Context: an optimization exercise on an open-source flow, tuned for small area. The choices shown serve that exercise and are no tape-out recipe.
Where RTL was checked, it was by simulation tests only, not by an equivalence proof against the original.
For runs 2 and 3, only the layout was checked, not whether the RTL still works.
No activity file was given, so power comes from the tool's default toggle rates.

[flow/run.sh]
#!/bin/bash
# synth_recipe.tcl (not shown) runs the flow's synth.tcl, then flattens the netlist and writes it again
# the make line also repeats each setting of config.mk as NAME=value (left out here)
make -C /OpenROAD-flow-scripts/flow DESIGN_CONFIG=/design/flow/config.mk WORK_HOME=/design/flow/orfs CLKGATE_MAP_FILE= SYNTH_SCRIPT=/design/flow/synth_recipe.tcl finish
[flow/constraint.sdc]
create_clock -name core_clock -period 120.0 [get_ports {clk}]
set_input_delay 24.0000 -clock core_clock [delete_from_list [all_inputs] [get_ports {clk}]]
set_output_delay 24.0000 -clock core_clock [all_outputs]
set_load 0.01 [all_outputs]
[flow/design.v]
module cpsd_top
  #(parameter DATA_WIDTH = 16)
  (
    input rstn,
    input en,
    input clk,
    input start,
    input [DATA_WIDTH - 1 : 0] xin,
    input [DATA_WIDTH - 1 : 0] max,
    input qrs,
    output normal,
    output AF,
    output VF,
    output [DATA_WIDTH - 1 : 0] cpsd
  );
  localparam DL = 36;    
  localparam KW = 10;    
  localparam NC = 49;    
  integer i;
  reg [15:0] dl [0 : DL - 1];
  always @(posedge clk)
  begin
    if (en)
    begin
      dl[0] <= xin;
      for (i = 1; i < DL; i = i + 1)
        dl[i] <= dl[i - 1];
    end
  end
  reg [5:0] vcnt;
  always @(posedge clk or negedge rstn)
  begin
    if (!rstn)
      vcnt <= 0;
    else if (en && vcnt != DL)
      vcnt <= vcnt + 1'b1;
  end
  wire vy_valid = (vcnt >= DL - 5);
  wire vx_valid = (vcnt == DL);
  function [18:0] add19;    
    input [18:0] a;
    input [18:0] b;
    input ci;
    integer n;
    reg cy;
    begin
      cy = ci;
      for (n = 0; n < 19; n = n + 1)
      begin
        add19[n] = a[n] ^ b[n] ^ cy;
        cy = (a[n] & b[n]) | (a[n] & cy) | (b[n] & cy);
      end
    end
  endfunction
  function gt18;            
    input [17:0] a;
    input [17:0] b;
    integer n;
    reg cy;
    begin
      cy = 1'b0;
      for (n = 0; n < 18; n = n + 1)
        cy = (a[n] & ~b[n]) | (a[n] & cy) | (~b[n] & cy);
      gt18 = cy;
    end
  endfunction
  wire [14:0] m = max[14:0];
  wire [18:0] t1 = {4'b0, m};                                   
  wire [18:0] t3 = add19({3'b0, m, 1'b1}, {4'b0, m}, 1'b1);     
  wire [18:0] t5 = add19({2'b0, m, 2'b11}, {4'b0, m}, 1'b1);    
  wire [2:0] qm = (m == 0) ? 3'd0 : (m == 1) ? 3'd3 : (m < 4) ? 3'd4 :
                  (m < 12) ? 3'd5 : 3'd6;                       
  function [2:0] quant;
    input [15:0] x;
    input [18:0] t1, t3, t5;
    input [2:0] qm;
    reg [18:0] x19, z;
    reg [17:0] v;
    reg [1:0] n;
    reg [2:0] qc;
    begin
      x19 = {{3{x[15]}}, x};
      z = add19({x19[16:0], 2'b00}, add19({x19[17:0], 1'b0}, 19'h7fff9, 1'b0), 1'b0);
      v = z[17:0] ^ {18{z[18]}};
      n[1] = gt18(v, t3[17:0]);
      n[0] = gt18(v, n[1] ? t5[17:0] : t1[17:0]);
      qc = z[18] ? 3'd3 - n : 3'd3 + n;
      quant = (qc < qm) ? qc : qm;
    end
  endfunction
  wire [2:0] q0 = quant(16'd0, t1, t3, t5, qm);
  wire [2:0] qy_n = vy_valid ? quant(dl[DL - 6], t1, t3, t5, qm) : q0;
  wire [2:0] qx_n = vx_valid ? quant(dl[DL - 1], t1, t3, t5, qm) : q0;
  reg [2:0] qa;    
  reg [2:0] qb;    
  always @(posedge clk or negedge rstn)
  begin
    if (!rstn)
    begin
      qa <= 0;
      qb <= 0;
    end
    else if (en)
    begin
      qa <= qy_n;
      qb <= qx_n;
    end
  end
  reg [10:0] c;
  wire test = (c == 11'd1602);
  always @(posedge clk or negedge rstn)
  begin
    if (!rstn)
      c <= 0;
    else if (en)
    begin
      if (c == 0)
      begin
        if (start)
          c <= 1;
      end
      else if (!test)
        c <= c + 1'b1;
    end
  end
  reg cv1_flag;
  always @(posedge clk or negedge rstn)
  begin
    if (!rstn)
      cv1_flag <= 1'b1;
    else if (en && test && qrs)
      cv1_flag <= 1'b0;
  end
  reg kpend;       
  reg rvalid;      
  reg [KW - 1 : 0] km [0 : NC - 1];
  reg [KW - 1 : 0] rm [0 : NC - 1];
  reg [KW - 1 : 0] krow [0 : 6];
  reg [KW - 1 : 0] rrow [0 : 6];
  reg [KW - 1 : 0] kA_raw;
  reg [KW - 1 : 0] rA_raw;
  integer r, s;
  always @(*)
  begin
    for (r = 0; r < 7; r = r + 1)
    begin
      krow[r] = {KW{1'bx}};
      rrow[r] = {KW{1'bx}};
      for (s = 0; s < 7; s = s + 1)
        if (qb == s)
        begin
          krow[r] = km[r * 7 + s];
          rrow[r] = rm[r * 7 + s];
        end
    end
    kA_raw = {KW{1'bx}};
    rA_raw = {KW{1'bx}};
    for (r = 0; r < 7; r = r + 1)
      if (qa == r)
      begin
        kA_raw = krow[r];
        rA_raw = rrow[r];
      end
  end
  wire [KW - 1 : 0] kA = kpend ? {KW{1'b0}} : kA_raw;
  wire [KW - 1 : 0] rA = rvalid ? rA_raw : {KW{1'b0}};
  wire [KW - 1 : 0] kN = kA + 1'b1;
  wire [KW : 0] e = {1'b0, rA} - {1'b0, kA};
  wire k0 = (kA == 0);
  wire thr_fall = !k0 && (e == 3);
  wire thr_rise = (k0 && rA >= 4) || (e == {(KW + 1){1'b1}} - 1'b1);
  wire nz_inc = (k0 && rA != 1) || (e == 0);
  wire nz_dec = !k0 && (e == 1);
  reg [5:0] thr;
  wire copy = !test && qrs && (thr == 0);
  always @(posedge clk or negedge rstn)
  begin
    if (!rstn)
      thr <= 0;
    else if (en && !test)
    begin
      if (qrs)
        thr <= 0;
      else if (thr_fall)
        thr <= thr + 1'b1;
      else if (thr_rise && thr != 0)
        thr <= thr - 1'b1;
    end
  end
  always @(posedge clk or negedge rstn)
  begin
    if (!rstn)
    begin
      kpend <= 1'b1;
      rvalid <= 1'b0;
    end
    else if (en)
    begin
      kpend <= 1'b0;
      if (copy)
        rvalid <= !kpend;
    end
  end
  wire kclr = qrs || kpend;
  wire [5:0] a = qa * 7 + qb;
  always @(posedge clk)
  begin
    if (en)
    begin
      for (i = 0; i < NC; i = i + 1)
      begin
        if (!qrs && a == i)
          km[i] <= kN;
        else if (kclr)
          km[i] <= 0;
        if (copy)
          rm[i] <= km[i];
      end
    end
  end
  reg signed [6:0] nz;
  reg [6:0] cv1;         
  reg [5:0] cvn;
  reg [5:0] cpsd_r;
  always @(posedge clk or negedge rstn)
  begin
    if (!rstn)
      nz <= 0;
    else if (en && test)
    begin
      if (qrs)
        nz <= 0;
      else if (nz_inc)
        nz <= nz + 1'b1;
      else if (nz_dec)
        nz <= nz - 1'b1;
    end
  end
  always @(posedge clk or negedge rstn)
  begin
    if (!rstn)
    begin
      cv1 <= 7'd1;
      cvn <= 6'd0;
    end
    else if (en && test && qrs)
    begin
      if (cv1_flag)
        cv1 <= (nz == 0) ? 7'd1 : nz;
      else
        cvn <= nz[5:0];
    end
  end
  wire [5:0] quo = cv1[6] ? 6'd0 : (cvn / cv1[5:0]);
  always @(posedge clk or negedge rstn)
  begin
    if (!rstn)
      cpsd_r <= 0;
    else if (en && !cv1_flag && qrs)
      cpsd_r <= quo;
  end
  assign cpsd = {10'd0, cpsd_r};
  wire act = rstn && en;
  assign normal = act && (cpsd_r <= 5);
  assign AF = act && (cpsd_r > 5) && (cpsd_r <= 10);
  assign VF = act && (cpsd_r > 10);
endmodule
[flow/config.mk]
export PLATFORM = sky130hd
export DESIGN_NAME = cpsd_top
export DESIGN_NICKNAME = cpsd_top
export VERILOG_FILES = /design/flow/design.v
export SDC_FILE = /design/flow/constraint.sdc
export NUM_CORES = 4
export LEC_CHECK = 0
export ABC_AREA = 1
export CAP_MARGIN = 20
export CORE_MARGIN = 2
export CORE_UTILIZATION = 30
export PLACE_DENSITY = 0.4
export SLEW_MARGIN = 20
==> results.rst, run 1 <==
.. list-table::
   :header-rows: 1

   * - Metric
     - Value
   * - Outcome
     - no timing/DRC/antenna violations
   * - Total wirelength of the detailed-routed design
     - 168,000 um
   * - Number of max-cap violations
     - 0
   * - Half-perimeter wire length of the detailed placement result
     - 103,000 um
   * - Number of failing setup endpoints in the final timing report
     - 0
   * - Setup repair after global routing missed its margin
     - no
   * - Fraction of registers with async set or reset after synthesis
     - 3.59%
   * - Total length of routed met2 wires
     - 77,200 um
   * - Tightest Pin Transition
     - 1.11 ns
   * - Area taken by flip-flops and latches
     - 48,200 sq um
   * - Arr. time, crit path
     - 25.71 ns
   * - Slack of the worst reg-to-reg path
     - 110.19 ns
   * - Final setup TNS
     - 0 ns
   * - Highest clock rate
     - 0.0201 GHz
   * - Leakage power summed over all cells
     - 27.9 nW
   * - Worst hold path class
     - reg -> reg
   * - Leading cell types in the layout, fill and taps excluded
     - 1,556 x edfxtp_1, 788 x nand2_1, 763 x nor2_1, 453 x o21ai_0, 253 x inv_1
   * - Worst-case hold slack
     - 0.406 ns
   * - Met1 wire length
     - 80,200 um
   * - 1st-pass router iterations
     - 5
   * - Post-Place Setup Slack
     - 70.25 ns
   * - Post-DR vias/cell
     - 4.65
   * - Quantity of gates resized following cts
     - 0
   * - Post-Syn Area per Cell
     - 12.6 sq um
   * - Post-layout nets
     - 5,635
   * - Number of port buffers
     - 44
   * - Skew final
     - 0.0498 ns
   * - Leading cell type in the layout, fill and taps excluded
     - edfxtp_1
   * - Global-route wire length before repair
     - 253,000 um
   * - Routed wire per std cell
     - 19.5 um
   * - CTS Hold Bufs
     - 0
   * - Instance area at placement
     - 72,200 sq um
   * - Clock tree from TritonCTS
     - yes
   * - Area of the multi-input gates
     - 18,100 sq um
   * - Total met3 wirelength after detailed routing
     - 6590 um
   * - Number of buffers added for setup after CTS
     - 0
   * - Kind of start point of the critical path
     - input port
   * - Cell Pwr Density
     - 21.8 nW/um^2
   * - Number of buffers between clock root and the deepest sink
     - 3
   * - Number of top-level pins
     - 56
   * - Vias after detailed routing
     - 40,000
   * - Worst max-slew margin expressed relative to the limit
     - 25.5%
   * - Fillers
     - 22,200
   * - Fraction of layout instances using a drive strength above 1
     - 8.48%
   * - Number of antenna violations at the first check in global routing
     - 1
   * - Data required, critical path
     - 96.00 ns
   * - Startpoint of the worst setup timing path
     - rstn
   * - Period utilisation layout
     - 41.4%
   * - Core footprint
     - 227,000 sq um
   * - Cell at the root of the clock tree
     - clkbuf_16
   * - Reg clk slew, reported paths
     - 0.06 ns
   * - DRC violations left
     - 0
   * - Capturing instance or port of the critical path
     - AF
   * - Via count of the first global-routing pass
     - 39,400
   * - Number of distinct library cells after synthesis
     - 63
   * - Netlist area before placement
     - 68,400 sq um
   * - Max-slew violation count
     - 0
   * - Critical Path Fanout Max
     - 59
   * - Starting utilization of the core area
     - 30.1%
   * - Post-synthesis instance total
     - 5,440
   * - Part of the Yosys area used for sequential elements
     - 70.5%
   * - Reg-to-reg critical path endpoint
     - km[4][8]$_SDFFCE_PN0P_
   * - Max layer used
     - met4
   * - Final hold violation count
     - 0
   * - Min cycle time layout
     - 49.71 ns
   * - Number of levels in the clock H-tree
     - 4
   * - Count of clock tree sinks
     - 1,614
   * - GR Util All Layers
     - 14.4%
   * - Number of routed nets with antenna violations
     - 0
   * - Final estimated routing congestion in global placement
     - 0.815
   * - Worst ir drop on vdd
     - 0.0000390 V
   * - Worst setup margin
     - 70.29 ns
   * - Detailed router's first-iteration violation count
     - 2,830
   * - Depth of the worst register-to-register path
     - 27
   * - Total of flip-flops plus latches after synthesis
     - 1,614
   * - Kind of critical path
     - in -> out
   * - Die Span X
     - 481 um
   * - Total global routing overflow
     - 0
   * - Synth-to-Final Area Change
     - 14.3%
   * - Ys Warns
     - 6
   * - Number of synthesized flops with an enable pin
     - 1,556
   * - # rows
     - 175
   * - R2r startpoint
     - qb[0]$_DFFE_PN0P_
   * - Most common flop cell mapped by yosys
     - edfxtp_1
   * - Number of buffers created by CTS
     - 182
   * - Maximum number of pins on one net before global-route repair
     - 172
   * - Crit path capture type
     - primary output
   * - Floorplan die height
     - 481 um
   * - Fin area
     - 78,100 sq um
   * - Die outline area
     - 232,000 sq um
   * - Clk latency of the worst-skew pair
     - 0.84 ns
==> critical path, cell delays in order <==
cell             delay (ns)
buf_2                  0.08
buf_4                  0.59
nand2_1                0.21
nor3b_1                0.23
clkdlybuf4s50_1        0.56
==> report_power, final <==
group / total (mW) / internal (mW) / switching [mW]
Sequential: 0.700 / 0.681 / 0.0190
Clock: 0.545 / 0.312 / 0.234
Combinational: 0.458 / 0.104 / 0.354
Total: 1.70 / 1.10 / 0.607
==> per-layer routing <==
metal  vias up  GRT usage [%]
met5         -              0
met4         0           3.90
met3       202           2.26
met2       672           23.0
met1     19700           20.3
li1      19400              -
==> sequential cells by signal (all words and copies together) (netlist names) <==
register  cells
cvn           6
kpend         1
thr           6
vcnt          6
dl          576
c            11
qa            3
cpsd_r        6
cv1_flag      1
rvalid        1
km          490
qb            3
rm          490
nz            7
cv1           7
==> synth_stat cells, drive strengths merged, types with 2 or more instances <==
library cell	n	area [sq um]
a211oi	74	556
a21o	2	15.0
a21oi	177	886
a311oi	41	359
a31oi	2	12.5
a32o	2	20.0
and2	2	12.5
buf	57	318
clkbuf	274	1030
clkinv	5	18.8
dfrtp	55	1380
dfstp	3	78.8
edfxtp	1556	46700
fa	32	641
ha	130	1630
inv	268	1010
mux2i	99	991
nand2	841	3320
nand3	148	766
nand3b	2	15.0
nand4	20	131
nor2	768	2890
nor3	16	80.1
nor3b	6	45.0
nor4	11	68.8
o2111ai	2	17.5
o211a	18	180
o211ai	144	1080
o21a	5	37.5
o21ai	463	2320
o21bai	5	37.5
o221ai	2	17.5
o22ai	33	206
o311ai	3	26.3
o31ai	23	173
or2	21	131
xnor2	52	470
xor2	69	612
==> area by class of cell <==
cell class / instances / area share, %
Timing Repair Buffer: 134 / 1.53
Clock inverter: 115 / 1.48
Clock buffer: 224 / 6.07
Tap cell: 3009 / 4.82
Multi-Input combinational cell: 3231 / 23.1
Inverter: 273 / 1.33
Antenna cell: 2 / 0.00640
Sequential cell: 1614 / 61.7
==> per-stage QoR <==
stage	util, %	total power, mW	std cells
final	34.4	1.70	8602
after global routing	34.4	1.79	8602
after CTS	34.4	1.73	8599
after detailed placement	31.8	1.17	8260
after global placement	31.8	1.17	8260
after floorplan	-	0.976	5449
==> kinds of logic after synthesis <==
logic type / synth area share (%)
buffers and inverters: 3.47
multiplexers: 1.45
AND/OR/NAND/NOR: 11.0
adder cells (fa/ha/maj): 3.32
XOR/XNOR: 1.58
other: 0.00549
flip-flops: 70.5
AO/OA/AOI/OAI: 8.75
==> worst min path at each step <==
stage,startpoint,endpoint,cells after the start
6_report,dl[1][1]$_DFFE_PP_,dl[2][1]$_DFFE_PP_,0
5_1_grt,dl[0][3]$_DFFE_PP_,dl[1][3]$_DFFE_PP_,0
4_1_cts,dl[1][1]$_DFFE_PP_,dl[2][1]$_DFFE_PP_,0
3_5_place_dp,dl[9][13]$_DFFE_PP_,dl[10][13]$_DFFE_PP_,0
3_3_place_gp,dl[14][13]$_DFFE_PP_,dl[15][13]$_DFFE_PP_,0
2_1_floorplan,dl[9][0]$_DFFE_PP_,dl[10][0]$_DFFE_PP_,0
==> inputs of run 2 (changes only) <==
--- a/flow/design.v
+++ b/flow/design.v
@@ -134,10 +134,15 @@
   reg kpend;       
   reg rvalid;      
-  reg [KW - 1 : 0] km [0 : NC - 1];
-  reg [KW - 1 : 0] rm [0 : NC - 1];
-  reg [KW - 1 : 0] krow [0 : 6];
-  reg [KW - 1 : 0] rrow [0 : 6];
-  reg [KW - 1 : 0] kA_raw;
-  reg [KW - 1 : 0] rA_raw;
+  reg [7:0] klo [0 : NC - 1];
+  reg [5:0] ksa [0 : 2];
+  reg [1:0] ksh [0 : 2];
+  reg [7:0] rlo [0 : NC - 1];
+  reg [5:0] rsa [0 : 2];
+  reg [1:0] rsh [0 : 2];
+  wire [5:0] qab = {qa, qb};
+  reg [7:0] krow [0 : 6];
+  reg [7:0] rrow [0 : 6];
+  reg [7:0] kloA;
+  reg [7:0] rloA;
   integer r, s;
   always @(*)
@@ -145,24 +150,38 @@
     for (r = 0; r < 7; r = r + 1)
     begin
-      krow[r] = {KW{1'bx}};
-      rrow[r] = {KW{1'bx}};
+      krow[r] = 8'bx;
+      rrow[r] = 8'bx;
       for (s = 0; s < 7; s = s + 1)
         if (qb == s)
         begin
-          krow[r] = km[r * 7 + s];
-          rrow[r] = rm[r * 7 + s];
+          krow[r] = klo[r * 7 + s];
+          rrow[r] = rlo[r * 7 + s];
         end
     end
-    kA_raw = {KW{1'bx}};
-    rA_raw = {KW{1'bx}};
+    kloA = 8'bx;
+    rloA = 8'bx;
     for (r = 0; r < 7; r = r + 1)
       if (qa == r)
       begin
-        kA_raw = krow[r];
-        rA_raw = rrow[r];
-      end
-  end
-  wire [KW - 1 : 0] kA = kpend ? {KW{1'b0}} : kA_raw;
-  wire [KW - 1 : 0] rA = rvalid ? rA_raw : {KW{1'b0}};
+        kloA = krow[r];
+        rloA = rrow[r];
+      end
+  end
+  wire [2:0] kmatch;
+  wire [2:0] rmatch;
+  genvar g;
+  generate
+    for (g = 0; g < 3; g = g + 1)
+    begin : slot_match
+      assign kmatch[g] = (ksh[g] != 0) && (ksa[g] == qab);
+      assign rmatch[g] = (rsh[g] != 0) && (rsa[g] == qab);
+    end
+  endgenerate
+  wire [1:0] khA = (kmatch[0] ? ksh[0] : 2'd0) | (kmatch[1] ? ksh[1] : 2'd0) |
+                   (kmatch[2] ? ksh[2] : 2'd0);
+  wire [1:0] rhA = (rmatch[0] ? rsh[0] : 2'd0) | (rmatch[1] ? rsh[1] : 2'd0) |
+                   (rmatch[2] ? rsh[2] : 2'd0);
+  wire [KW - 1 : 0] kA = kpend ? {KW{1'b0}} : {khA, kloA};
+  wire [KW - 1 : 0] rA = rvalid ? {rhA, rloA} : {KW{1'b0}};
   wire [KW - 1 : 0] kN = kA + 1'b1;
   wire [KW : 0] e = {1'b0, rA} - {1'b0, kA};
@@ -203,5 +222,9 @@
   end
   wire kclr = qrs || kpend;
-  wire [5:0] a = qa * 7 + qb;
+  wire [7:0] wbus = kclr ? 8'd0 : kN[7:0];
+  wire wrap = !kclr && (kloA == 8'hff);
+  wire [2:0] kfree = {ksh[2] == 0, ksh[1] == 0, ksh[0] == 0};
+  wire [2:0] kalloc = (kmatch != 0) ? 3'b000 :
+                      kfree[0] ? 3'b001 : kfree[1] ? 3'b010 : kfree[2] ? 3'b100 : 3'b000;
   always @(posedge clk)
   begin
@@ -210,10 +233,25 @@
       for (i = 0; i < NC; i = i + 1)
       begin
-        if (!qrs && a == i)
-          km[i] <= kN;
-        else if (kclr)
-          km[i] <= 0;
+        if (kclr || qab == (i / 7) * 8 + (i % 7))
+          klo[i] <= (i == 0) ? (wbus | {7'd0, kpend && !qrs}) : wbus;
         if (copy)
-          rm[i] <= km[i];
+          rlo[i] <= klo[i];
+      end
+      for (i = 0; i < 3; i = i + 1)
+      begin
+        if (kclr)
+          ksh[i] <= 2'd0;
+        else if (wrap && kmatch[i])
+          ksh[i] <= ksh[i] + 1'b1;
+        else if (wrap && kalloc[i])
+        begin
+          ksh[i] <= 2'd1;
+          ksa[i] <= qab;
+        end
+        if (copy)
+        begin
+          rsh[i] <= ksh[i];
+          rsa[i] <= ksa[i];
+        end
       end
     end
--- a/flow/config.mk
+++ b/flow/config.mk
@@ -9,5 +9,7 @@
 export CAP_MARGIN = 20
 export CORE_MARGIN = 2
-export CORE_UTILIZATION = 30
-export PLACE_DENSITY = 0.4
+export CORE_UTILIZATION = 45
+export CTS_BUF_LIST = sky130_fd_sc_hd__clkbuf_2
+export CTS_CLUSTER_SIZE = 40
+export PLACE_DENSITY = 0.55
 export SLEW_MARGIN = 20
==> run 2 against run 1 <==
Clock skew grew 0.16 ns. Global-route usage grew 4.2 points. Critical endpoint unchanged. Still clean on timing, DRC and antenna. Maximum frequency is essentially flat. Core utilization grew 15 points. Final area shrank 16%. First-iteration DRC count grew 3.1%. Setup slack gained 0.014 ns. Largest cell class unchanged. Routed wire length shrank 24%. Synthesized area shrank 12%. Critical path type unchanged.
==> results.rst, run 2 <==
.. list-table::
   :header-rows: 1

   * - Metric
     - Value
   * - Synth-to-Final Area Change
     - 9.60%
   * - Post-route total power
     - 1.30 mW
   * - Leading cell type by number of instances after synthesis
     - edfxtp_1
   * - 1st-pass router iterations
     - 7
   * - Net switching power
     - 421 uW
   * - Leading cell types by total area after synthesis
     - edfxtp_1 70%, nand2_1 5.1%, o21ai_0 2.6%
   * - Ys Warns
     - 10
   * - Leading cell types in the layout, fill and taps excluded
     - 1,408 x edfxtp_1, 812 x nand2_1, 562 x clkbuf_2, 316 x o21ai_0, 265 x nand3_1
   * - Number of antenna violations at the first check in global routing
     - 3
   * - Final hold violation count
     - 0
   * - Number of standard cells in the final layout excluding fillers
     - 6,814
   * - Number of buffers added for setup after CTS
     - 0
   * - Setup repair after global routing missed its margin
     - no
   * - Period utilisation layout
     - 41.4%
   * - Relative contribution of the clock network to total power
     - 24.8%
   * - Worst hold path class
     - reg -> reg
   * - Cell Pwr Density
     - 19.7 nW/um^2
   * - Outcome
     - no timing/DRC/antenna violations
   * - Floorplan die height
     - 370 um
   * - Highest clock rate
     - 0.0201 GHz
   * - Count of clock tree sinks
     - 1,466
   * - Fraction of layout instances using a drive strength above 1
     - 16.0%
   * - Number of max-cap violations
     - 0
   * - Reg clk slew, reported paths
     - 0.10 ns
   * - Vias after detailed routing
     - 35,700
   * - Post-synthesis instance total
     - 4,478
   * - Leakage power summed over all cells
     - 24.5 nW
   * - Largest registers
     - dl x576, klo x392, rlo x392
   * - Routed wire per std cell
     - 18.6 um
   * - Leading cell type in the layout, fill and taps excluded
     - edfxtp_1
   * - Crit path capture type
     - primary output
   * - Tightest Pin Transition
     - 1.14 ns
   * - DRC violations left
     - 0
   * - Arr. time, crit path
     - 25.70 ns
   * - Largest reg by FF count
     - dl
   * - Core footprint
     - 133,000 sq um
   * - Part of the power in combinational logic
     - 21.9%
   * - Number of levels in the clock H-tree
     - 5
   * - Number of failing setup endpoints in the final timing report
     - 0
   * - Number of synthesized flops with an enable pin
     - 1,408
   * - Total global routing overflow
     - 0
   * - Fillers
     - 11,700
   * - Internal power
     - 877 uW
   * - Starting utilization of the core area
     - 45.2%
   * - Number of top-level pins
     - 56
   * - Kind of critical path
     - in -> out
   * - Flip-flop count of the largest register after layout
     - 576
   * - GR Util All Layers
     - 18.6%
   * - Worst ir drop on vdd
     - 0.0000178 V
   * - Area share of the leading cell type in the synthesized netlist
     - 70.3%
   * - Die Span X
     - 370 um
   * - Most common flop cell mapped by yosys
     - edfxtp_1
   * - Instance area at placement
     - 62,700 sq um
   * - Maximum number of pins on one net before global-route repair
     - 179
   * - Fin area
     - 65,900 sq um
   * - Number of distinct library cells after synthesis
     - 66
   * - Skew final
     - 0.208 ns
   * - Final setup TNS
     - 0 ns
   * - Quantity of gates resized following cts
     - 0
   * - Worst max-slew margin expressed relative to the limit
     - 24.0%
   * - Clock tree from TritonCTS
     - yes
   * - Detailed router's first-iteration violation count
     - 2,918
   * - Synth top cells by count
     - 1,408 x edfxtp_1, 812 x nand2_1, 316 x o21ai_0, 265 x inv_1, 265 x nand3_1
   * - Fraction of registers with async set or reset after synthesis
     - 3.96%
   * - Number of buffers between clock root and the deepest sink
     - 4
   * - Switch share
     - 32.5%
   * - Min cycle time layout
     - 49.70 ns
   * - Cell at the root of the clock tree
     - clkbuf_2
   * - Number of port buffers
     - 44
   * - Post-layout nets
     - 4,971
   * - Half-perimeter wire length of the detailed placement result
     - 73,900 um
   * - Number of buffers created by CTS
     - 385
   * - Relative contribution of sequential cells to total power
     - 53.3%
   * - Die outline area
     - 137,000 sq um
   * - Post-Syn Area per Cell
     - 13.4 sq um
   * - Kind of start point of the critical path
     - input port
   * - Worst-case hold slack
     - 0.310 ns
   * - Clk latency of the worst-skew pair
     - 1.67 ns
   * - Total wirelength of the detailed-routed design
     - 127,000 um
   * - Via count of the first global-routing pass
     - 35,500
   * - Max-slew violation count
     - 0
   * - Final estimated routing congestion in global placement
     - 0.868
   * - Global-route wire length before repair
     - 197,000 um
   * - # rows
     - 134
   * - Largest area contributor in the netlist
     - edfxtp_1
   * - Total of flip-flops plus latches after synthesis
     - 1,466
   * - Post-DR vias/cell
     - 5.24
   * - Data required, critical path
     - 96.00 ns
   * - Netlist area before placement
     - 60,200 sq um
   * - Number of cells in the design after placement
     - 6,168
   * - Part of the Yosys area used for sequential elements
     - 72.7%
   * - Number of routed nets with antenna violations
     - 0
   * - CTS Hold Bufs
     - 0
   * - Critical Path Fanout Max
     - 59
==> run 2: cells by family after synthesis <==
| group | count (synthesis) | share of synthesized area (%) |
|---|---|---|
| AOI/OAI and AO/OA | 827 | 8.37 |
| xor gates and xnor gates | 135 | 2.14 |
| adders and majority gates | 147 | 3.41 |
| buffers and inverters | 492 | 3.26 |
| DFF | 1466 | 72.7 |
| muxes | 4 | 0.0686 |
| other | 1 | 0.00623 |
| and+or+nand+nor | 1406 | 10.1 |
==> run 2: path summary, 6_finish.rpt <==
kind | from | to | slack, ns | cells past startpoint
max in group asynchronous | rstn | qa[0]$_DFFE_PN0P_ | 96.89 | 2
min in group asynchronous | rstn | vcnt[0]$_DFFE_PN0P_ | 22.59 | 2
worst min register to register | dl[5][3]$_DFFE_PP_ | dl[6][3]$_DFFE_PP_ | 0.31 | 0
worst max-delay path | rstn | AF | 70.30 | 5
worst min-delay path | dl[5][3]$_DFFE_PP_ | dl[6][3]$_DFFE_PP_ | 0.31 | 0
worst max register to register | qb[0]$_DFFE_PN0P_ | thr[5]$_DFFE_PN0P_ | 109.98 | 42
==> run 2: layer usage <==
metal  up-vias  share of wire (%)  track usage [%]
met3       265                6.7             4.00
met4         0                2.7             7.27
met2      1131                 47             29.3
met5         -                  0                0
li1      17100                  -                -
met1     17200                 44             25.4
==> run 2: layout make-up <==
cell class                 instances  area, sq um  share of cell area (%)
sequential                      1466        43700                    66.3
clock buffer                     562         2810                    4.26
multi-input combinational       2529        14600                    22.2
clock inverter                    74          368                   0.558
inverter                         286         1090                    1.66
tap                             1768         2210                    3.35
timing repair buffer             119         1050                    1.60
antenna                           10         25.0                  0.0379
==> run 2: critical path, cell delays in order <==
cell and delay, ns:
buf_2 0.07, buf_4 0.59, nand2_1 0.20, nor3b_1 0.25, clkdlybuf4s50_1 0.57
==> run 2: stage by stage <==
step	utilization, %	setup WS (ns)
after floorplan	-	71.27
after global placement	47.1	70.27
after detailed placement	47.1	70.24
after CTS	49.5	70.23
after global routing	49.5	70.07
final	49.5	70.30
==> run 2: power groups by stage <==
| stage | clock [mW] | combinational, mW | sequential, mW |
|---|---|---|---|
| floorplan | 0 | 0.174 | 0.704 |
| global placement | 0 | 0.280 | 0.701 |
| detailed placement | 0 | 0.283 | 0.704 |
| CTS | 0.337 | 0.284 | 0.692 |
| global route | 0.361 | 0.313 | 0.699 |
| finish | 0.322 | 0.284 | 0.692 |
==> inputs of run 3 (changes only) <==
--- a/flow/config.mk
+++ b/flow/config.mk
@@ -9,7 +9,6 @@
 export CAP_MARGIN = 20
 export CORE_MARGIN = 2
-export CORE_UTILIZATION = 45
-export CTS_BUF_LIST = sky130_fd_sc_hd__clkbuf_2
-export CTS_CLUSTER_SIZE = 40
-export PLACE_DENSITY = 0.55
+export CORE_UTILIZATION = 60
+export CTS_BUF_LIST = sky130_fd_sc_hd__clkbuf_4
+export PLACE_DENSITY = 0.7
 export SLEW_MARGIN = 20
==> run 3 against run 2 <==
Critical path type unchanged. Core utilization grew 17 points. Critical path depth is the same. Non-clock buffer count down 9. Maximum frequency is essentially flat. Clock power rose by 25%. Critical endpoint unchanged. Setup slack better by 0.046 ns. Clock skew is 0.039 ns lower.
==> results.rst, run 3 <==
.. list-table::
   :header-rows: 1

   * - Metric
     - Value
   * - Period utilisation layout
     - 41.4%
   * - Number of max-cap violations
     - 0
   * - Post-DR vias/cell
     - 5.68
   * - Cell at the root of the clock tree
     - clkbuf_4
   * - Core footprint
     - 99,700 sq um
   * - Critical Path Fanout Max
     - 59
   * - Cell Pwr Density
     - 20.7 nW/um^2
   * - Reg clk slew, reported paths
     - 0.06 ns
   * - Crit-path leading delay family
     - buffers and inverters
   * - Leading cell type by number of instances after synthesis
     - edfxtp_1
   * - Fillers
     - 7,086
   * - Ordered list of cells on the worst path
     - buf_2, buf_4, nand2_1, nor3b_1, clkdlybuf4s50_1
   * - Half-perimeter wire length of the detailed placement result
     - 72,000 um
   * - Number of buffers added for setup after CTS
     - 0
   * - Leading cell type in the layout, fill and taps excluded
     - edfxtp_1
   * - Worst ir drop on vdd
     - 0.0000202 V
   * - Tightest Pin Transition
     - 1.18 ns
   * - Via count of the first global-routing pass
     - 35,800
   * - Largest area contributor in the netlist
     - edfxtp_1
   * - Largest registers
     - dl x576, klo x392, rlo x392
   * - Final Util
     - 66.9%
   * - Number of buffers between clock root and the deepest sink
     - 4
   * - Worst-case hold slack
     - 0.355 ns
   * - Die outline area
     - 103,000 sq um
   * - Kind of start point of the critical path
     - input port
   * - Part of the Yosys area used for sequential elements
     - 72.7%
   * - Die Span X
     - 321 um
   * - Number of routed nets with antenna violations
     - 0
   * - Worst max-slew margin expressed relative to the limit
     - 21.4%
   * - Post-route total power
     - 1.38 mW
   * - Largest reg by FF count
     - dl
   * - Clk latency of the worst-skew pair
     - 1.24 ns
   * - Data required, critical path
     - 96.00 ns
   * - Number of buffers created by CTS
     - 380
   * - Highest clock rate
     - 0.0201 GHz
   * - Setup repair after global routing missed its margin
     - no
   * - Min cycle time layout
     - 49.65 ns
   * - Starting utilization of the core area
     - 60.3%
   * - Post-Syn Area per Cell
     - 13.4 sq um
   * - Total of flip-flops plus latches after synthesis
     - 1,466
   * - DRC violations left
     - 0
   * - Total met3 wirelength after detailed routing
     - 10,000 um
   * - Number of distinct library cells after synthesis
     - 66
   * - Leakage power summed over all cells
     - 24.7 nW
   * - Met1 wire length
     - 50,200 um
   * - Number of failing setup endpoints in the final timing report
     - 0
   * - Number of synthesized flops with an enable pin
     - 1,408
   * - Fraction of registers with async set or reset after synthesis
     - 3.96%
   * - Bufs and invs on worst path
     - 3
   * - Number of port buffers
     - 44
   * - Count of clock tree sinks
     - 1,466
   * - Detailed router's first-iteration violation count
     - 3,872
   * - Number of levels in the clock H-tree
     - 5
   * - Quantity of gates resized following cts
     - 0
   * - Floorplan die height
     - 321 um
   * - Flip-flop count of the largest register after layout
     - 576
   * - Fraction of layout instances using a drive strength above 1
     - 15.7%
   * - Final hold violation count
     - 0
   * - Total global routing overflow
     - 0
   * - Netlist area before placement
     - 60,200 sq um
   * - Max layer used
     - met4
   * - Synth top cells by count
     - 1,408 x edfxtp_1, 812 x nand2_1, 316 x o21ai_0, 265 x inv_1, 265 x nand3_1
   * - Area share of the leading cell type in the synthesized netlist
     - 70.3%
   * - Vias after detailed routing
     - 35,900
   * - Ys Warns
     - 10
   * - Max incr delay on CP
     - 0.57 ns
   * - Leading cell types in the layout, fill and taps excluded
     - 1,408 x edfxtp_1, 812 x nand2_1, 551 x clkbuf_4, 316 x o21ai_0, 265 x nand3_1
   * - Most common flop cell mapped by yosys
     - edfxtp_1
   * - Critical Path Slowest Stage Cell
     - buf_4
   * - Post-synthesis instance total
     - 4,478
   * - Clock tree from TritonCTS
     - yes
   * - Arr. time, crit path
     - 25.65 ns
   * - Routed wire per std cell
     - 19.2 um
   * - Worst hold path class
     - reg -> reg
   * - Number of top-level pins
     - 56
   * - Global-route wire length before repair
     - 190,000 um
   * - Synth-to-Final Area Change
     - 10.8%
   * - Number of standard cells in the final layout excluding fillers
     - 6,319
   * - GR Util All Layers
     - 23.9%
   * - Outcome
     - no timing/DRC/antenna violations
   * - Number of antenna violations at the first check in global routing
     - 4
   * - Leading cell types by total area after synthesis
     - edfxtp_1 70%, nand2_1 5.1%, o21ai_0 2.6%
   * - Final setup TNS
     - 0 ns
   * - Total length of routed met2 wires
     - 57,500 um
   * - Crit path capture type
     - primary output
   * - Final estimated routing congestion in global placement
     - 0.888
   * - Total wirelength of the detailed-routed design
     - 121,000 um
   * - Max-slew violation count
     - 0
   * - 1st-pass router iterations
     - 6
   * - Skew final
     - 0.169 ns
   * - Maximum number of pins on one net before global-route repair
     - 113
   * - Post-layout nets
     - 4,957
   * - CTS Hold Bufs
     - 0
   * - # rows
     - 116
   * - Kind of critical path
     - in -> out
   * - Number of cells in the design after placement
     - 5,687
-- run 3: cell count changes in the layout (fill, tap and decap cells not counted), sizes merged --
cell / delta
clkbuf: -11
diode: +1
bufinv: +2
buf: -9
clkinv: -8
-- run 3: logic make-up (layout without fill, tap and decap cells) --
family / count (synthesis) / in the layout / synth area share, %
AOI/OAI and AO/OA: 827 / 827 / 8.37
xor gates and xnor gates: 135 / 135 / 2.14
adders and majority gates: 147 / 147 / 3.41
buffers and inverters: 492 / 1015 / 3.26
DFF: 1466 / 1466 / 72.7
muxes: 4 / 4 / 0.0686
other: 1 / 21 / 0.00623
and+or+nand+nor: 1406 / 1406 / 10.1
-- run 3: path summary, 6_finish.rpt --
path                                  endpoint  slack, ns  cells after the start           startpoint
max in group asynchronous    nz[0]$_DFFE_PN0P_      96.49                      2                 rstn
min in group asynchronous    nz[6]$_DFFE_PN0P_      23.01                      2                 rstn
max reg2reg                 thr[5]$_DFFE_PN0P_     110.48                     43    qb[1]$_DFFE_PN0P_
min                        dl[25][7]$_DFFE_PP_       0.35                      0  dl[24][7]$_DFFE_PP_
max                                         AF      70.35                      5                 rstn
min reg2reg                dl[25][7]$_DFFE_PP_       0.35                      0  dl[24][7]$_DFFE_PP_
-- run 3: cell type report --
type | instances | area (sq um) | area share, %
flip-flops and latches | 1466 | 43700 | 65.6
repair buffers | 110 | 990 | 1.48
clock buffers | 551 | 4140 | 6.20
diodes | 11 | 27.5 | 0.0413
inverters | 286 | 1090 | 1.64
multi-input cells | 2529 | 14700 | 22.0
well taps | 1298 | 1620 | 2.44
clock inverters | 68 | 415 | 0.623
-- run 3: routing by layer --
layer  vias to the layer above  track usage [%]
met1                     17200             32.0
met3                       242             5.75
li1                      17100                -
met5                         -                0
met4                         0             10.3
met2                      1350             37.8
-- run 3: stage by stage --
step	cell area, sq um	setup WS, ns
final	66700	70.35
after CTS	66600	70.28
after global routing	66700	70.08
after global placement	62000	70.30
after detailed placement	62100	70.29
after floorplan	60200	71.27
-- run 3: where the power goes --
group | switching, mW | leakage (nW) | internal (mW)
registers | 0.0243 | 14.1 | 0.670
logic | 0.203 | 7.86 | 0.0778
clock network | 0.184 | 2.74 | 0.219
total | 0.411 | 24.7 | 0.967

port drivers added, routing unchanged:
The results above use ideal ports. As a check the final layouts listed here were re-extracted and re-timed, cells and wires unchanged.
Step 1 assumes that a clkbuf_16 drives the clock port and a buf_2 every other input.
Step 2, shift: input delay + t, output delay - t, t = (earliest + latest rising clock arrival at the registers) / 2. This alone moves slack from input paths to output paths.
Three values: no drivers, after step 1, after step 2; two values: the first two.
| run | t (ns) | setup WS [ns] | worst data-port slew with drivers (ns) | pins driven straight from the clock port |
|---|---|---|---|---|
| run 1 | 0.893 | 70.288 / 70.268 / 70.268 | 0.05 | 1 |
| run 2 | 1.655 | 70.302 / 70.279 / 70.279 | 0.05 | 1 |
| run 3 | 1.223 | 70.348 / 70.323 / 70.323 | 0.05 | 1 |
After both steps every run listed still meets setup and hold. For run 3, which loses most, drivers alone change the setup slack by -0.025 ns; drivers and shift together by -0.025 ns.
